This is an optimization exercise on Yosys and OpenROAD, whose aim is small area and a short achievable clock period, not a production implementation.
Where RTL was checked, it was by simulation tests only, not by an equivalence proof against the original.

== rev 12 ==
// square_extractor
module square_extractor #(
	parameter WIDTH = 32
)(
	input clk,     
	input rst_n,   
	input din_valid,
	input [2 * WIDTH - 1:0]radicand,
	output dout_valid,
	output [WIDTH - 1:0]dout,
	output [2 * WIDTH - 1:0]remainder
);
	reg [2:0] qn3;
	reg [3:0] r3;
	always @(*)
		case (radicand[63:58])
			6'd0: begin qn3 = 3'd7; r3 = 4'd0; end
			6'd1: begin qn3 = 3'd6; r3 = 4'd0; end
			6'd2: begin qn3 = 3'd6; r3 = 4'd1; end
			6'd3: begin qn3 = 3'd6; r3 = 4'd2; end
			6'd4: begin qn3 = 3'd5; r3 = 4'd0; end
			6'd5: begin qn3 = 3'd5; r3 = 4'd1; end
			6'd6: begin qn3 = 3'd5; r3 = 4'd2; end
			6'd7: begin qn3 = 3'd5; r3 = 4'd3; end
			6'd8: begin qn3 = 3'd5; r3 = 4'd4; end
			6'd9: begin qn3 = 3'd4; r3 = 4'd0; end
			6'd10: begin qn3 = 3'd4; r3 = 4'd1; end
			6'd11: begin qn3 = 3'd4; r3 = 4'd2; end
			6'd12: begin qn3 = 3'd4; r3 = 4'd3; end
			6'd13: begin qn3 = 3'd4; r3 = 4'd4; end
			6'd14: begin qn3 = 3'd4; r3 = 4'd5; end
			6'd15: begin qn3 = 3'd4; r3 = 4'd6; end
			6'd16: begin qn3 = 3'd3; r3 = 4'd0; end
			6'd17: begin qn3 = 3'd3; r3 = 4'd1; end
			6'd18: begin qn3 = 3'd3; r3 = 4'd2; end
			6'd19: begin qn3 = 3'd3; r3 = 4'd3; end
			6'd20: begin qn3 = 3'd3; r3 = 4'd4; end
			6'd21: begin qn3 = 3'd3; r3 = 4'd5; end
			6'd22: begin qn3 = 3'd3; r3 = 4'd6; end
			6'd23: begin qn3 = 3'd3; r3 = 4'd7; end
			6'd24: begin qn3 = 3'd3; r3 = 4'd8; end
			6'd25: begin qn3 = 3'd2; r3 = 4'd0; end
			6'd26: begin qn3 = 3'd2; r3 = 4'd1; end
			6'd27: begin qn3 = 3'd2; r3 = 4'd2; end
			6'd28: begin qn3 = 3'd2; r3 = 4'd3; end
			6'd29: begin qn3 = 3'd2; r3 = 4'd4; end
			6'd30: begin qn3 = 3'd2; r3 = 4'd5; end
			6'd31: begin qn3 = 3'd2; r3 = 4'd6; end
			6'd32: begin qn3 = 3'd2; r3 = 4'd7; end
			6'd33: begin qn3 = 3'd2; r3 = 4'd8; end
			6'd34: begin qn3 = 3'd2; r3 = 4'd9; end
			6'd35: begin qn3 = 3'd2; r3 = 4'd10; end
			6'd36: begin qn3 = 3'd1; r3 = 4'd0; end
			6'd37: begin qn3 = 3'd1; r3 = 4'd1; end
			6'd38: begin qn3 = 3'd1; r3 = 4'd2; end
			6'd39: begin qn3 = 3'd1; r3 = 4'd3; end
			6'd40: begin qn3 = 3'd1; r3 = 4'd4; end
  ...
make LEC_CHECK=0 ABC_AREA=1 CAP_MARGIN=20 CORE_MARGIN=2 CORE_UTILIZATION=40 CTS_CLUSTER_DIAMETER=250 CTS_CLUSTER_SIZE=25 SETUP_SLACK_MARGIN=3.15 SLEW_MARGIN=20 finish   # period 5.5 ns
run.sh (not shown) runs the stock make flow with config.mk's settings and CLKGATE_MAP_FILE= SYNTH_SCRIPT=/design/flow/synth_recipe.tcl, a recipe that flattens the netlist after the stock synthesis.
The following lists how rev 13 was set up differently from rev 12:
# rev 12
export LEC_CHECK = 0
export ABC_AREA = 1
export CAP_MARGIN = 20
export CORE_MARGIN = 2
export CORE_UTILIZATION = 40
export CTS_CLUSTER_DIAMETER = 250
export CTS_CLUSTER_SIZE = 25
export SETUP_SLACK_MARGIN = 3.15
export SLEW_MARGIN = 20
create_clock -name core_clock -period 5.5 [get_ports {clk}]
# rev 13
export LEC_CHECK = 0
export ABC_AREA = 1
export CAP_MARGIN = 20
export CORE_MARGIN = 2
export CORE_UTILIZATION = 40
export CTS_CLUSTER_DIAMETER = 200
export CTS_CLUSTER_SIZE = 20
export SETUP_SLACK_MARGIN = 3.05
export SLEW_MARGIN = 20
create_clock -name core_clock -period 5.5 [get_ports {clk}]
Notes after the runs:
Rev 13 went all the way through synthesis, placement and routing and the layout is clean on timing, DRC and antenna. Portion of the layout cell area used by clock cells: lower on rev 12. met2 capacity usage during global routing was lower in the run labelled rev 13. Rev 13 vs. rev 12: post-route minimum period moved up; routability-driven placement congestion ratio moved down.


Setup of run 1:
Starting RTL as in the previous note.
==> flow/design.v (excerpt) <==
module square_extractor #(
	parameter WIDTH = 32
)(
	input clk,     
	input rst_n,   
	input din_valid,
	input [2 * WIDTH - 1:0]radicand,
	output dout_valid,
	output [WIDTH - 1:0]dout,
	output [2 * WIDTH - 1:0]remainder
);
make LEC_CHECK=0 ABC_AREA=1 CAP_MARGIN=20 CORE_MARGIN=2 CORE_UTILIZATION=40 CTS_CLUSTER_DIAMETER=250 CTS_CLUSTER_SIZE=25 SETUP_SLACK_MARGIN=3.05 SLEW_MARGIN=20 finish   # period 5.5 ns
> inputs changed (run 1 -> run 2)
==> flow/flow/run.sh (new file) <==
#!/bin/bash
# Own flow: the standard layout (standard.sh), except that synthesis maps
# the combinational logic with flow/abc.script (see flow/synth.tcl).  Each
# step's full output goes to a log file of its own in this folder.
set -euo pipefail
W=$(pwd)
export OWN_WORK=$W
export OWN_ABC_SCRIPT=$W/flow/abc.script
for step in synth floorplan place cts route finish; do
  bash standard.sh SYNTH_SCRIPT=$W/flow/synth.tcl $step > $W/$step.log 2>&1
done
==> flow/flow/abc.script (new file) <==
strash
dch
map -B 0.9
topo
stime -c
buffer -c
upsize -c
dnsize -c
==> flow/flow/synth.tcl (new file) <==
# The standard flow's synthesis script (synth_recipe.tcl in the work folder), without
# Yosys's extract_fa step (ORFS's mapping of full and half adders onto the
# library's fa/ha cells) and with Yosys's abc pass run on flow/abc.script.
# Only the mapping of the combinational logic changes; the flip-flops and
# their names are the standard synthesis's.
proc extract_fa {args} { puts "own flow: extract_fa skipped" }
proc abc {args} {
  set i [lsearch $args -script]
  lset args [expr {$i + 1}] $::env(OWN_ABC_SCRIPT)
  puts "own flow: abc $args"
  yosys abc {*}$args
}
source $::env(OWN_WORK)/synth_recipe.tcl
==> flow/standard.sh (new file) <==
#!/bin/bash
# synth_recipe.tcl (not shown) runs the flow's synth.tcl, then flattens the netlist and writes it again
# the make line also repeats each setting of config.mk as NAME=value (left out here)
make -C /OpenROAD-flow-scripts/flow DESIGN_CONFIG=/design/flow/config.mk WORK_HOME=/design/flow/orfs CLKGATE_MAP_FILE= SYNTH_SCRIPT=/design/flow/synth_recipe.tcl "${@:-finish}"
removed: flow/run.sh
Notes after the runs:
- Taking run 1 as the reference, in run 2 fmax +about 1%, wire length of the first global-routing pass +2.3%.
- The worst setup slack number comes out lower for run 1 vs run 2.
- Number of sinks driven by the clock tree came out exactly the same in run 2 and run 1.
diff inputs: run 2 => run 3
Settings: CTS_CLUSTER_DIAMETER now 60, was 250; CTS_CLUSTER_SIZE now 30, was 25; SETUP_SLACK_MARGIN now 3.2, was 3.05.
==> flow/run.sh (new file) <==
#!/bin/bash
# synth_recipe.tcl (not shown) runs the flow's synth.tcl, then flattens the netlist and writes it again
# the make line also repeats each setting of config.mk as NAME=value (left out here)
make -C /OpenROAD-flow-scripts/flow DESIGN_CONFIG=/design/flow/config.mk WORK_HOME=/design/flow/orfs CLKGATE_MAP_FILE= SYNTH_SCRIPT=/design/flow/synth_recipe.tcl finish
removed: flow/flow/run.sh
removed: flow/flow/abc.script
removed: flow/flow/synth.tcl
removed: flow/standard.sh
[summary]
On number of flip-flops and latches in the synthesized netlist, run 3 tracks run 2 almost exactly.
Run 3 against run 2: level count of the clock H-tree moved up.
Inputs modified between run 3 and run 4:
Settings: a change of CTS_CLUSTER_DIAMETER from 60 to 100; a change of SETUP_SLACK_MARGIN from 3.2 to 3.05.
==> comparison <==
- Changes observed in run 4 relative to run 3: global-route met3 utilization moved down; final worst setup slack has decreased; flip-flop and latch share of the layout cell area went up.
- When run 4 is measured against run 3, its stage delay of the slowest cell on the critical path turns out 160 ps higher.
- Compare run 4 and run 3 | aggregate routed wire length higher: run 3
- For pin count of the biggest net entering global routing, dividing the value from run 3 by the value from run 4 gives 0.886.
- As far as placed instance count is concerned, run 4 and run 3 perform about the same.


square_extractor, a different RTL version from the one above (not shown whole).
Size: ~10000 cells after synthesis, about 2100 flip-flops, roughly 160 I/O pins, roughly 83000 um2 of cells after synthesis.
// square_extractor
module square_extractor #(
	parameter WIDTH = 32
)(
	input clk,     
	input rst_n,   
	input din_valid,
	input [2 * WIDTH - 1:0]radicand,
	output dout_valid,
	output [WIDTH - 1:0]dout,
	output [2 * WIDTH - 1:0]remainder
);
	wire [0:0] qn1;
	wire [1:0] r1;
	assign qn1 = ~(|radicand[63:62]);
	assign r1 = {radicand[63] & radicand[62], radicand[63] & ~radicand[62]};
	wire [61:0] x1 = radicand[61:0];
	reg v_s0;
	reg [0:0] qn_s0;
	reg [1:0] r_s0;
	reg [61:0] x_s0;
	always @(posedge clk or negedge rst_n)
		if (!rst_n) v_s0 <= 1'b0;
		else v_s0 <= din_valid;
	always @(posedge clk) begin qn_s0 <= qn1; r_s0 <= r1; x_s0 <= x1; end
	wire [0:0] qn1_in = qn_s0;
	wire [1:0] r1_in = r_s0;
	wire [61:0] x1_in = x_s0;
	wire [1:0] qn2;
	wire [2:0] r2;
	square_cell #(.J(1)) u_row1 (.r(r1_in), .qn(qn1_in), .b(x1_in[61:60]), .nr(r2), .nqn(qn2));
	wire [59:0] x2 = x1_in[59:0];
	reg v_s1;
	reg [1:0] qn_s1;
	reg [2:0] r_s1;
	reg [59:0] x_s1;
  ...
Settings: LEC_CHECK=0, ABC_AREA=1, CAP_MARGIN=20, CORE_MARGIN=2, CORE_UTILIZATION=40, CTS_CLUSTER_DIAMETER=60, CTS_CLUSTER_SIZE=30, SETUP_SLACK_MARGIN=3, SLEW_MARGIN=20; clock period 5.5 ns.
Stock flow here: none of the scripts above is used.
Rerun with:
CORE_UTILIZATION = 65   (was 40)
The new run went through all stages and came out clean.
Utilization climbs by 27 points.
Critical path depth goes down by 4.
Rerun with:
CORE_UTILIZATION = 40   (was 65)
CTS_CLUSTER_DIAMETER = default   (was 60)
CTS_CLUSTER_SIZE = default   (was 30)
What happened: Wire length went down by a few percent. Area after synthesis stays the same. Sequential share of layout area went down by 1.7 points. Sequential cell count is unchanged. Cell area went up by a few percent. Setup slack improves by 0.088 ns. Clock-buffer cell count went up by 133. Non-clock buffer count went up by 2.
Rerun with:
SETUP_SLACK_MARGIN = 2.5   (was 3)
- count of clock-buffer cells in the layout is unchanged
- worst setup slack got worse by 0.38 ns
- first-iteration DRC count fell by 0.61%
- synthesized cell count is unchanged
- sequential share of layout area rose by 0.51 points
- clock skew is about the same
- cell area fell by 1.3%
- area after synthesis is unchanged
Rerun with:
CORE_UTILIZATION = 55   (was 40)
CTS_CLUSTER_DIAMETER = 60   (was default)
CTS_CLUSTER_SIZE = 30   (was default)
SETUP_SLACK_MARGIN = 3   (was 2.5)
=>
- The new run finished clean
- wire length rose by 1.2%
- synthesized cell count does not change
- cell area fell by 1.9%
- non-clock buffer count rose by 28
- core utilization rose by 16 points
- clock skew fell by 0.022 ns
Rerun with:
CORE_UTILIZATION = 40   (was 55)
CTS_BUF_LIST = sky130_fd_sc_hd__clkbuf_8   (was default)
CTS_CLUSTER_DIAMETER = default   (was 60)
CTS_CLUSTER_SIZE = default   (was 30)
Die area is higher by 37%.
Core utilization is lower by 15 points.
Synthesized area is unchanged.
Global-route usage is lower by 7.3 points.
Via count is lower by 0.37%.
Flip-flop and latch count stays the same.
Critical path depth is lower by 9.
Clock-buffer cell count is higher by 297.
Wire length is higher by 2.0%.
No functional check of the RTL was part of any run of this note.


## P
RTL: one of the versions met above, not the one the previous note started from.
Size in the first run: about 10,000 cells after synthesis, roughly 160 I/O pins, about 77,000 um^2 of cells after synthesis.
==> flow/config.mk <==
export PLATFORM = sky130hd
export DESIGN_NAME = square_extractor
export DESIGN_NICKNAME = square_extractor
export VERILOG_FILES = /design/flow/design.v
export SDC_FILE = /design/flow/constraint.sdc
export NUM_CORES = 8
export LEC_CHECK = 0
export ABC_AREA = 1
export CAP_MARGIN = 20
export CORE_MARGIN = 2
export CORE_UTILIZATION = 40
export CTS_CLUSTER_DIAMETER = 60
export CTS_CLUSTER_SIZE = 30
export SETUP_SLACK_MARGIN = 3.1
export SLEW_MARGIN = 20
==> flow/constraint.sdc <==
create_clock -name core_clock -period 5.5 [get_ports {clk}]
set_input_delay 1.1000 -clock core_clock [delete_from_list [all_inputs] [get_ports {clk}]]
set_output_delay 1.1000 -clock core_clock [all_outputs]
set_load 0.01 [all_outputs]
> inputs changed (P -> Q)
- SETUP_SLACK_MARGIN changed from 3.1 to 3
- ABC_AREA changed from 1 to 0
==> summary.txt <==
Q closes out successfully: all stages finished, all timing, DRC and antenna checks passed.
From P to Q the numbers moved as follows: maximum number of pins on one net before global-route repair fell by 11%, synthesized-area fraction occupied by and/or/nand/nor cells lost 20 points, critical path depth higher, total die area went down.
Q vs P: first-pass GRT wire length down in Q
Between P and Q, design area decreased.


Setup of wip/violet:
Another version of the RTL of square_extractor (not shown whole).
For scale: roughly 9400 cells after synthesis.
export LEC_CHECK = 0
export ABC_AREA = 1
export CAP_MARGIN = 20
export CORE_MARGIN = 2
export CORE_UTILIZATION = 40
export CTS_CLUSTER_DIAMETER = 200
export CTS_CLUSTER_SIZE = 20
export SETUP_SLACK_MARGIN = 3.15
export SLEW_MARGIN = 20
create_clock -name core_clock -period 5.5 [get_ports {clk}]
standard.sh (not shown) runs the stock make flow with config.mk's settings and CLKGATE_MAP_FILE= SYNTH_SCRIPT=/design/flow/synth_recipe.tcl, a recipe that flattens the netlist after the stock synthesis.
==> flow/flow/run.sh <==
#!/bin/bash
# Own flow: the standard layout (standard.sh, all steps unchanged), except
# that synthesis skips Yosys's extract_fa step and maps the combinational
# logic with flow/abc.script (ORFS's abc_area.script); see flow/synth.tcl.
# Each step's full output goes to a log file of its own in this folder.
set -euo pipefail
W=$(pwd)
export OWN_WORK=$W
export OWN_ABC_SCRIPT=$W/flow/abc.script
for step in synth floorplan place cts route finish; do
  bash standard.sh SYNTH_SCRIPT=$W/flow/synth.tcl $step > $W/$step.log 2>&1
done
==> flow/flow/abc.script <==
strash
dch
map -B 0.9
topo
stime -c
buffer -c
upsize -c
dnsize -c
==> flow/flow/synth.tcl <==
# The standard flow's synthesis script (synth_recipe.tcl in the work folder), without
# Yosys's extract_fa step (ORFS's mapping of full and half adders onto the
# library's fa/ha cells) and with Yosys's abc pass run on flow/abc.script.
# Only the mapping of the combinational logic changes; the flip-flops and
# their names are the standard synthesis's.
proc extract_fa {args} { puts "own flow: extract_fa skipped" }
proc abc {args} {
  set i [lsearch $args -script]
  lset args [expr {$i + 1}] $::env(OWN_ABC_SCRIPT)
  puts "own flow: abc $args"
  yosys abc {*}$args
}
source $::env(OWN_WORK)/synth_recipe.tcl
What wip/onyx does differently from wip/violet at the input level:
Settings: setting PLACE_DENSITY to 0.75 for the first time; changing SETUP_SLACK_MARGIN from 3.15 to 3.1.
[summary]
Critical path arrival for wip/onyx: 1.71 ns up relative to wip/violet
Of wip/onyx and wip/violet, the higher cell depth of the worst flop-to-flop path belongs to wip/violet.
NOTE: met2 routing resource usage after global routing in wip/onyx falls short of that of wip/violet
Delta(logic depth of the worst setup path including buffers, wip/onyx - wip/violet) > 0
Of wip/onyx and wip/violet, the higher number of ordinary and repair buffers in the finished layout belongs to wip/violet.
Final instance count without filler cells, wip/onyx vs wip/violet: down slightly
The following lists how wip/pepper was set up differently from wip/onyx:
Settings: removing PLACE_DENSITY (formerly 0.75); changing SETUP_SLACK_MARGIN from 3.1 to 3.05.
==> flow/flow/run.sh <==
#!/bin/bash
# Own flow: the standard layout (standard.sh), except that synthesis maps
# the combinational logic with flow/abc.script (see flow/synth.tcl).  Each
# step's full output goes to a log file of its own in this folder.
set -euo pipefail
W=$(pwd)
export OWN_WORK=$W
export OWN_ABC_SCRIPT=$W/flow/abc.script
for step in synth floorplan place cts route finish; do
  bash standard.sh SYNTH_SCRIPT=$W/flow/synth.tcl $step > $W/$step.log 2>&1
done
--- outcome ---
Relative to wip/onyx, final routed wire length divided by cell count increased by 0.38 um in wip/pepper. On wip/pepper: cell area after layout is 1.1% lower than what wip/onyx gave. Lower global-route usage among wip/onyx and wip/pepper: wip/onyx. Changes observed in wip/pepper relative to wip/onyx: diode insertion count for antenna repair saw a decrease, share of the clock period used by the worst path saw an increase, clock skew saw a decrease, depth of the most critical reg-to-reg path up 2, setup slack lower.

separate check: timing with driven ports:
No port has a modelled driver above. Below, the same layouts with a new extraction and two added sets of constraints.
Step 1, drivers: a clkbuf_16 drives clk and a buf_2 each remaining input, both assumed.
Step 2 times the ports against the registers' clock, not the clock port: input delays grow and output delays shrink by t, the midpoint of the rising clock arrivals with the driver on.
a / b / c = no drivers / after step 1 / after step 2; a / b = the first two.
run	shift t [ns]	slack for setup (ns)	worst slew at a driven data input, ns
rev 12	0.821	3.100 / 3.058 / 2.578	0.12
rev 13	0.830	3.066 / 3.042 / 2.629	0.12
run 1	0.816	3.077 / 3.054 / 2.644	0.13
run 2	0.831	3.100 / 3.014 / 2.952	0.08
run 3	0.890	3.064 / 2.980 / 2.613	0.12
run 4	0.817	3.043 / 3.043 / 2.634	0.13
the first run of note 3	0.906	3.009 / 2.942 / 3.009	0.10
the second run of note 3	0.899	2.950 / 2.950 / 2.950	0.08
the third run of note 3	0.909	3.038 / 2.944 / 3.040	0.10
the fourth run of note 3	0.913	2.659 / 2.561 / 2.663	0.10
the fifth run of note 3	0.857	3.008 / 2.970 / 3.008	0.07
the sixth run of note 3	1.094	2.856 / 2.763 / 3.065	0.09
P	0.875	3.072 / 2.992 / 2.638	0.12
Q	0.843	2.177 / 2.177 / 2.177	0.05
wip/violet	0.804	3.164 / 3.079 / 2.556	0.07
wip/onyx	0.774	3.146 / 3.093 / 2.560	0.06
wip/pepper	0.803	3.082 / 3.028 / 2.498	0.07
After both steps setup and hold are still met in every run listed. The setup slack of wip/violet, which loses most, moves by -0.085 ns with the drivers and by -0.608 ns with both steps.
